This is an optimization exercise on Yosys and OpenROAD, whose aim is small area, a short achievable clock period and few clock cycles, not a production implementation. Only simulation tests tie the RTL to the original design; equivalence was not proved.

==> flow/design.v (excerpt) <==
module muldiv_unit (
    input               clk,
    input               resetn,
    input               req_valid,
    output              req_ready,
    input       [2:0]   req_op,      
    input       [31:0]  req_a,
    input       [31:0]  req_b,
    input       [31:0]  req_hi,      
    input       [31:0]  req_lo,
    output              resp_valid,
    output      [31:0]  resp_hi,
    output      [31:0]  resp_lo
);
clock: 20.0 ns
lec_check: 0
cap_margin: 20
core_margin: 2
core_utilization: 40
slew_margin: 20
synth_hierarchical: 1
synth_minimum_keep_size: 0
standard.sh (not shown) runs the stock make flow with config.mk's settings and CLKGATE_MAP_FILE= SYNTH_SCRIPT=/design/flow/synth_recipe.tcl, a recipe that flattens the netlist after the stock synthesis.
==> flow/flow/run.sh <==
#!/bin/bash
# The standard layout (standard.sh) with two changes to how it is made:
#  - ORFS's setup repair is asked to leave a larger slack margin: the design's
#    20 ns clock leaves every path with slack, so without a margin the repair
#    never works on the critical paths;
#  - the port buffers that placement inserts on every input and output are
#    plain buffers (buf_4) rather than the slow delay cells it picks by itself.
set -euo pipefail
MARGIN=14.25
PORTBUF=sky130_fd_sc_hd__buf_4
sed "s|\"\${@:-finish}\"|SETUP_SLACK_MARGIN=$MARGIN 'BUFFER_PORTS_ARGS=-buffer_cell $PORTBUF' \"\${@:-finish}\"|" standard.sh > standard_mod.sh
grep -q "SETUP_SLACK_MARGIN=$MARGIN" standard_mod.sh
bash standard_mod.sh > layout.log 2>&1
The starting point went through all stages and came out clean.
Testbench counts at the start, summed over its fixed seeds: cycles 5,290.
==> next run, changes <==
--- a/flow/flow/run.sh
+++ b/flow/flow/run.sh
@@ -9 +9 @@
-MARGIN=14.25
+MARGIN=14
- CTS_BUF_LIST: default -> sky130_fd_sc_hd__clkbuf_8
The new run finished clean.
Final area decreases by 4.3%.
Worst setup slack degrades by 160 ps.
Utilization shrinks by 2.1 points.
Count of clock-buffer cells in the layout rose by 20.
Cell count came out lower by 0.80%.
==> next run, changes <==
- CTS_BUF_LIST: sky130_fd_sc_hd__clkbuf_8 -> default
Outcome: The changed run finished with timing, DRC and antenna clean; final cell count drops slightly; clock skew drops by 36 ps; via count drops slightly; sequential share of layout area is about the same; register-to-register slack degrades by 80 ps; cell area hardly moves; critical path depth stays the same; utilization barely changes; die area does not change; count of clock-buffer cells in the layout drops by 31.

========
muldiv_unit, a different RTL version from the one above (not shown whole).
For scale: about 6300 cells after synthesis, roughly 69000 um^2 of cells after synthesis.
==> flow/config.mk <==
export PLATFORM = sky130hd
export DESIGN_NAME = muldiv_unit
export DESIGN_NICKNAME = muldiv_unit
export VERILOG_FILES = /design/flow/design.v
export SDC_FILE = /design/flow/constraint.sdc
export NUM_CORES = 8
export LEC_CHECK = 0
export CAP_MARGIN = 20
export CORE_MARGIN = 2
export CORE_UTILIZATION = 40
export CTS_CLUSTER_DIAMETER = 100
export CTS_CLUSTER_SIZE = 20
export SLEW_MARGIN = 20
export SYNTH_HIERARCHICAL = 1
export SYNTH_MINIMUM_KEEP_SIZE = 0
==> flow/constraint.sdc <==
create_clock -name core_clock -period 20.0 [get_ports {clk}]
set_input_delay 4.0000 -clock core_clock [delete_from_list [all_inputs] [get_ports {clk}]]
set_output_delay 4.0000 -clock core_clock [all_outputs]
set_load 0.01 [all_outputs]
==> flow/flow/run.sh <==
#!/bin/bash
# The standard layout (standard.sh) with two changes to how it is made:
#  - ORFS's setup repair is asked to leave a larger slack margin: the design's
#    20 ns clock leaves every path with slack, so without a margin the repair
#    never works on the critical paths;
#  - the port buffers that placement inserts on every input and output are
#    plain buffers (buf_4) rather than the slow delay cells it picks by itself.
set -euo pipefail
MARGIN=14
PORTBUF=sky130_fd_sc_hd__buf_4
sed "s|\"\${@:-finish}\"|SETUP_SLACK_MARGIN=$MARGIN 'BUFFER_PORTS_ARGS=-buffer_cell $PORTBUF' \"\${@:-finish}\"|" standard.sh > standard_mod.sh
grep -q "SETUP_SLACK_MARGIN=$MARGIN" standard_mod.sh
bash standard_mod.sh > layout.log 2>&1
Testbench counts at the start, summed over its fixed seeds: cycles 5,290.
==> next run, changes <==
--- a/flow/config.mk
+++ b/flow/config.mk
@@ -9,6 +9,6 @@
 export CORE_MARGIN = 2
 export CORE_UTILIZATION = 40
-export CTS_CLUSTER_DIAMETER = 100
-export CTS_CLUSTER_SIZE = 20
+export CTS_CLUSTER_DIAMETER = 80
+export CTS_CLUSTER_SIZE = 25
 export SLEW_MARGIN = 20
 export SYNTH_HIERARCHICAL = 1
=> Routed wire length hardly moves; first-iteration DRC count falls by about 0.7%; final cell count barely changes; final area rose by 0.97%; global-route usage is about the same; via count hardly moves.
==> next run, changes <==
--- a/flow/config.mk
+++ b/flow/config.mk
@@ -9,7 +9,8 @@
 export CORE_MARGIN = 2
 export CORE_UTILIZATION = 40
-export CTS_CLUSTER_DIAMETER = 80
-export CTS_CLUSTER_SIZE = 25
+export CTS_CLUSTER_DIAMETER = 100
+export CTS_CLUSTER_SIZE = 20
 export SLEW_MARGIN = 20
 export SYNTH_HIERARCHICAL = 1
 export SYNTH_MINIMUM_KEEP_SIZE = 0
+export TNS_END_PERCENT = 10
After rerunning: Final cell count is about the same. Routed wire length stays flat. Clock skew drops by 0.025 ns. Setup slack improves by 0.015 ns. Sequential share of layout area climbs by 0.14 points. Flip-flop and latch count stays the same. Non-clock buffer count climbs by 1.

========
muldiv_unit, a different RTL version from the one above (not shown whole).
Size in the first run: about 7,100 cells after synthesis, ~450 flip-flops.
// muldiv_unit
module muldiv_unit (
    input               clk,
    input               resetn,
    input               req_valid,
    output              req_ready,
    input       [2:0]   req_op,      
    input       [31:0]  req_a,
    input       [31:0]  req_b,
    input       [31:0]  req_hi,      
    input       [31:0]  req_lo,
    output              resp_valid,
    output      [31:0]  resp_hi,
    output      [31:0]  resp_lo
);
    reg         ir_valid;
    reg         ir_div, ir_sa, ir_sb;
    reg [31:0]  ir_a, ir_b, ir_hi, ir_lo;
    reg [16:0]  ir_one, ir_two, ir_neg;
    reg         e0_full, e1_full;    
    reg         e0_wait, e1_wait;    
    reg [63:0]  e0_res, e1_res;
    wire        rq_sgn = !req_op[0];
    wire        rq_sub = req_op[2] && req_op[1];
    wire        rq_sa  = rq_sgn && req_a[31];
    wire        rq_sb  = rq_sgn && req_b[31];
    wire [34:0] rq_bx  = {{2{rq_sb}}, req_b, 1'b0};
    wire        rq_flip = rq_sub ^ rq_sa;       
    reg  [16:0] rq_one, rq_two, rq_neg;
    integer j;
    always @(*) begin
        for (j = 0; j < 17; j = j + 1) begin
            rq_one[j] = rq_bx[2*j+1] ^ rq_bx[2*j];
            rq_two[j] = (rq_bx[2*j+2] & !rq_bx[2*j+1] & !rq_bx[2*j]) |
                        (!rq_bx[2*j+2] & rq_bx[2*j+1] & rq_bx[2*j]);
  ...
clock: 20.0 ns
lec_check: 0
cap_margin: 20
core_margin: 2
core_utilization: 40
slew_margin: 20
==> flow/flow/run.sh <==
#!/bin/bash
# The standard layout (standard.sh), with ORFS's setup repair asked to leave a
# larger slack margin: the design's 20 ns clock leaves every path with slack,
# so without a margin the repair never works on the critical paths.
set -euo pipefail
MARGIN=13
sed "s|\"\${@:-finish}\"|SETUP_SLACK_MARGIN=$MARGIN \"\${@:-finish}\"|" standard.sh > standard_margin.sh
grep -q "SETUP_SLACK_MARGIN=$MARGIN" standard_margin.sh
bash standard_margin.sh > layout.log 2>&1
Testbench counts at the start, summed over its fixed seeds: cycles 5,243.
Rerun with:
--- a/flow/flow/run.sh
+++ b/flow/flow/run.sh
@@ -6 +6 @@
-MARGIN=13
+MARGIN=14
What happened:
- critical path depth does not change
- global-route usage rises by 0.77 points
- register-to-register slack is worse by 0.04 ns
- via count went up slightly
- clock-buffer cell count grows by 5
- clock skew is lower by 0.017 ns

========
run a:
Another version of the RTL of muldiv_unit (not shown whole).
Size: about 6300 cells after synthesis.
Settings: LEC_CHECK=0, CAP_MARGIN=20, CORE_MARGIN=2, CORE_UTILIZATION=40, CTS_CLUSTER_DIAMETER=100, CTS_CLUSTER_SIZE=20, GPL_TIMING_DRIVEN=0, SLEW_MARGIN=20, SYNTH_HIERARCHICAL=1, SYNTH_MINIMUM_KEEP_SIZE=0; clock period 20.0 ns.
==> flow/flow/run.sh <==
#!/bin/bash
# The standard layout (standard.sh) with two changes to how it is made:
#  - ORFS's setup repair is asked to leave a larger slack margin: the design's
#    20 ns clock leaves every path with slack, so without a margin the repair
#    never works on the critical paths;
#  - the port buffers that placement inserts on every input and output are
#    plain buffers (buf_4) rather than the slow delay cells it picks by itself.
set -euo pipefail
MARGIN=14
PORTBUF=sky130_fd_sc_hd__buf_4
sed "s|\"\${@:-finish}\"|SETUP_SLACK_MARGIN=$MARGIN 'BUFFER_PORTS_ARGS=-buffer_cell $PORTBUF' \"\${@:-finish}\"|" standard.sh > standard_mod.sh
grep -q "SETUP_SLACK_MARGIN=$MARGIN" standard_mod.sh
bash standard_mod.sh > layout.log 2>&1
Testbench counts of run a, summed over its fixed seeds: cycles 5,290.
--- input diff run a..run b ---
Settings: a change of CORE_UTILIZATION from 40 to 50; a deleted GPL_TIMING_DRIVEN that had been 0; an added PLACE_DENSITY of 0.7.
### Flow results
From run a to run b the numbers moved as follows: met2 global-route usage up 6.9 points, worst hold path cell count up 1. The run showing the greater ratio of cells with drive above 1 in the final layout is run a. Looking at average via count per standard cell across run a and run b, the one that comes out higher is run b. Taking run a as the reference, in run b die span in y lost about 10%; sequential share of layout area now larger.

========
Starting RTL as in the previous note.
==> flow/config.mk <==
export PLATFORM = sky130hd
export DESIGN_NAME = muldiv_unit
export DESIGN_NICKNAME = muldiv_unit
export VERILOG_FILES = /design/flow/design.v
export SDC_FILE = /design/flow/constraint.sdc
export NUM_CORES = 8
export LEC_CHECK = 0
export CAP_MARGIN = 20
export CORE_MARGIN = 2
export CORE_UTILIZATION = 40
export CTS_CLUSTER_DIAMETER = 100
export CTS_CLUSTER_SIZE = 20
export SLEW_MARGIN = 20
export SYNTH_HIERARCHICAL = 1
export SYNTH_MINIMUM_KEEP_SIZE = 0
==> flow/constraint.sdc <==
create_clock -name core_clock -period 20.0 [get_ports {clk}]
set_input_delay 4.0000 -clock core_clock [delete_from_list [all_inputs] [get_ports {clk}]]
set_output_delay 4.0000 -clock core_clock [all_outputs]
set_load 0.01 [all_outputs]
==> flow/flow/run.sh <==
#!/bin/bash
# The standard layout (standard.sh) with changes to how it is made:
#  - ORFS's setup repair is asked to leave a larger slack margin after clock
#    tree synthesis and global routing: the design's 20 ns clock leaves every
#    path with slack, so without a margin the repair never works on the
#    critical paths (the repair after synthesis keeps a smaller margin);
#  - the port buffers that placement inserts on every input and output are
#    plain buffers (buf_4) rather than the slow delay cells it picks by itself.
set -euo pipefail
EARLY=10
MARGIN=14
PORTBUF=sky130_fd_sc_hd__buf_4
mk() {
  sed "s|\"\${@:-finish}\"|SETUP_SLACK_MARGIN=$1 'BUFFER_PORTS_ARGS=-buffer_cell $PORTBUF' \"\${@:-finish}\"|" standard.sh > standard_m$1.sh
  grep -q "SETUP_SLACK_MARGIN=$1" standard_m$1.sh
}
mk $EARLY
mk $MARGIN
bash standard_m$EARLY.sh synth floorplan place > layout_early.log 2>&1
bash standard_m$MARGIN.sh > layout.log 2>&1
The first run ran to the end with no violations.
Testbench counts at the start, summed over its fixed seeds: cycles 5,290.
Edit:
==> flow/flow/run.sh (replaced) <==
#!/bin/bash
# The standard layout (standard.sh) with two changes to how it is made:
#  - ORFS's setup repair is asked to leave a larger slack margin: the design's
#    20 ns clock leaves every path with slack, so without a margin the repair
#    never works on the critical paths;
#  - the port buffers that placement inserts on every input and output are
#    plain buffers (buf_4) rather than the slow delay cells it picks by itself.
set -euo pipefail
MARGIN=14
PORTBUF=sky130_fd_sc_hd__buf_4
sed "s|\"\${@:-finish}\"|SETUP_SLACK_MARGIN=$MARGIN 'BUFFER_PORTS_ARGS=-buffer_cell $PORTBUF' \"\${@:-finish}\"|" standard.sh > standard_mod.sh
grep -q "SETUP_SLACK_MARGIN=$MARGIN" standard_mod.sh
bash standard_mod.sh > layout.log 2>&1
- PLACE_DENSITY: default -> 0.5
Outcome:
- area after synthesis is unchanged
- maximum frequency barely changes
- design area increases by 1.5%
- wire length came out higher by 12%
- hold slack gains 0.025 ns
- non-clock buffer count rises by 39

port drivers added, routing unchanged:
The results above use ideal ports. As a check the final layouts listed here were re-extracted and re-timed, cells and wires unchanged.
Step 1 (the two cells are an assumption about what drives the block):
set clk [get_ports {clk}]
set_driving_cell -lib_cell sky130_fd_sc_hd__clkbuf_16 $clk
set_driving_cell -lib_cell sky130_fd_sc_hd__buf_2 [delete_from_list [all_inputs] $clk]
Step 2, shift: input delay + t, output delay - t, t = (earliest + latest rising clock arrival at the registers) / 2. This alone moves slack from input paths to output paths.
a / b / c = no drivers / after step 1 / after step 2; a / b = the first two.
run | t (ns) | setup WS [ns] | worst setup path at the end | latest minus earliest clock arrival (ns) | pins driven straight from the clock port
the first run of note 1 | 0.754 | 13.984 / 13.902 / 13.677 | input to register | 0.075 / 0.075 | 1
the second run of note 1 | 0.939 | 13.821 / 13.744 / 13.394 | input to register | 0.097 / 0.097 | 1
the third run of note 1 | 0.763 | 14.004 / 13.928 / 13.442 | input to register | 0.060 / 0.060 | 1
the first run of note 2 | 0.772 | 14.027 / 13.936 / 13.475 | input to register | 0.031 / 0.031 | 1
the second run of note 2 | 0.822 | 13.982 / 13.891 / 13.413 | input to register | 0.052 / 0.052 | 1
the third run of note 2 | 0.773 | 13.997 / 13.903 / 13.445 | input to register | 0.029 / 0.030 | 1
the first run of note 3 | 0.779 | 12.824 / 12.824 / 12.459 | input to register | 0.069 / 0.069 | 1
the second run of note 3 | 0.768 | 12.787 / 12.787 / 12.785 | input to register | 0.053 / 0.052 | 1
run a | 0.707 | 14.011 / 13.930 / 13.454 | input to register | 0.049 / 0.049 | 1
run b | 0.749 | 13.991 / 13.911 / 13.505 | input to register | 0.040 / 0.040 | 1
the first run of note 5 | 0.727 | 13.950 / 13.866 / 13.469 | input to register | 0.053 / 0.054 | 1
the second run of note 5 | 0.765 | 13.940 / 13.854 / 13.516 | input to register | 0.049 / 0.050 | 1
After both steps every run listed still meets setup and hold. For the second run of note 2, which loses most, drivers alone change the setup slack by -0.091 ns; drivers and shift together by -0.569 ns.
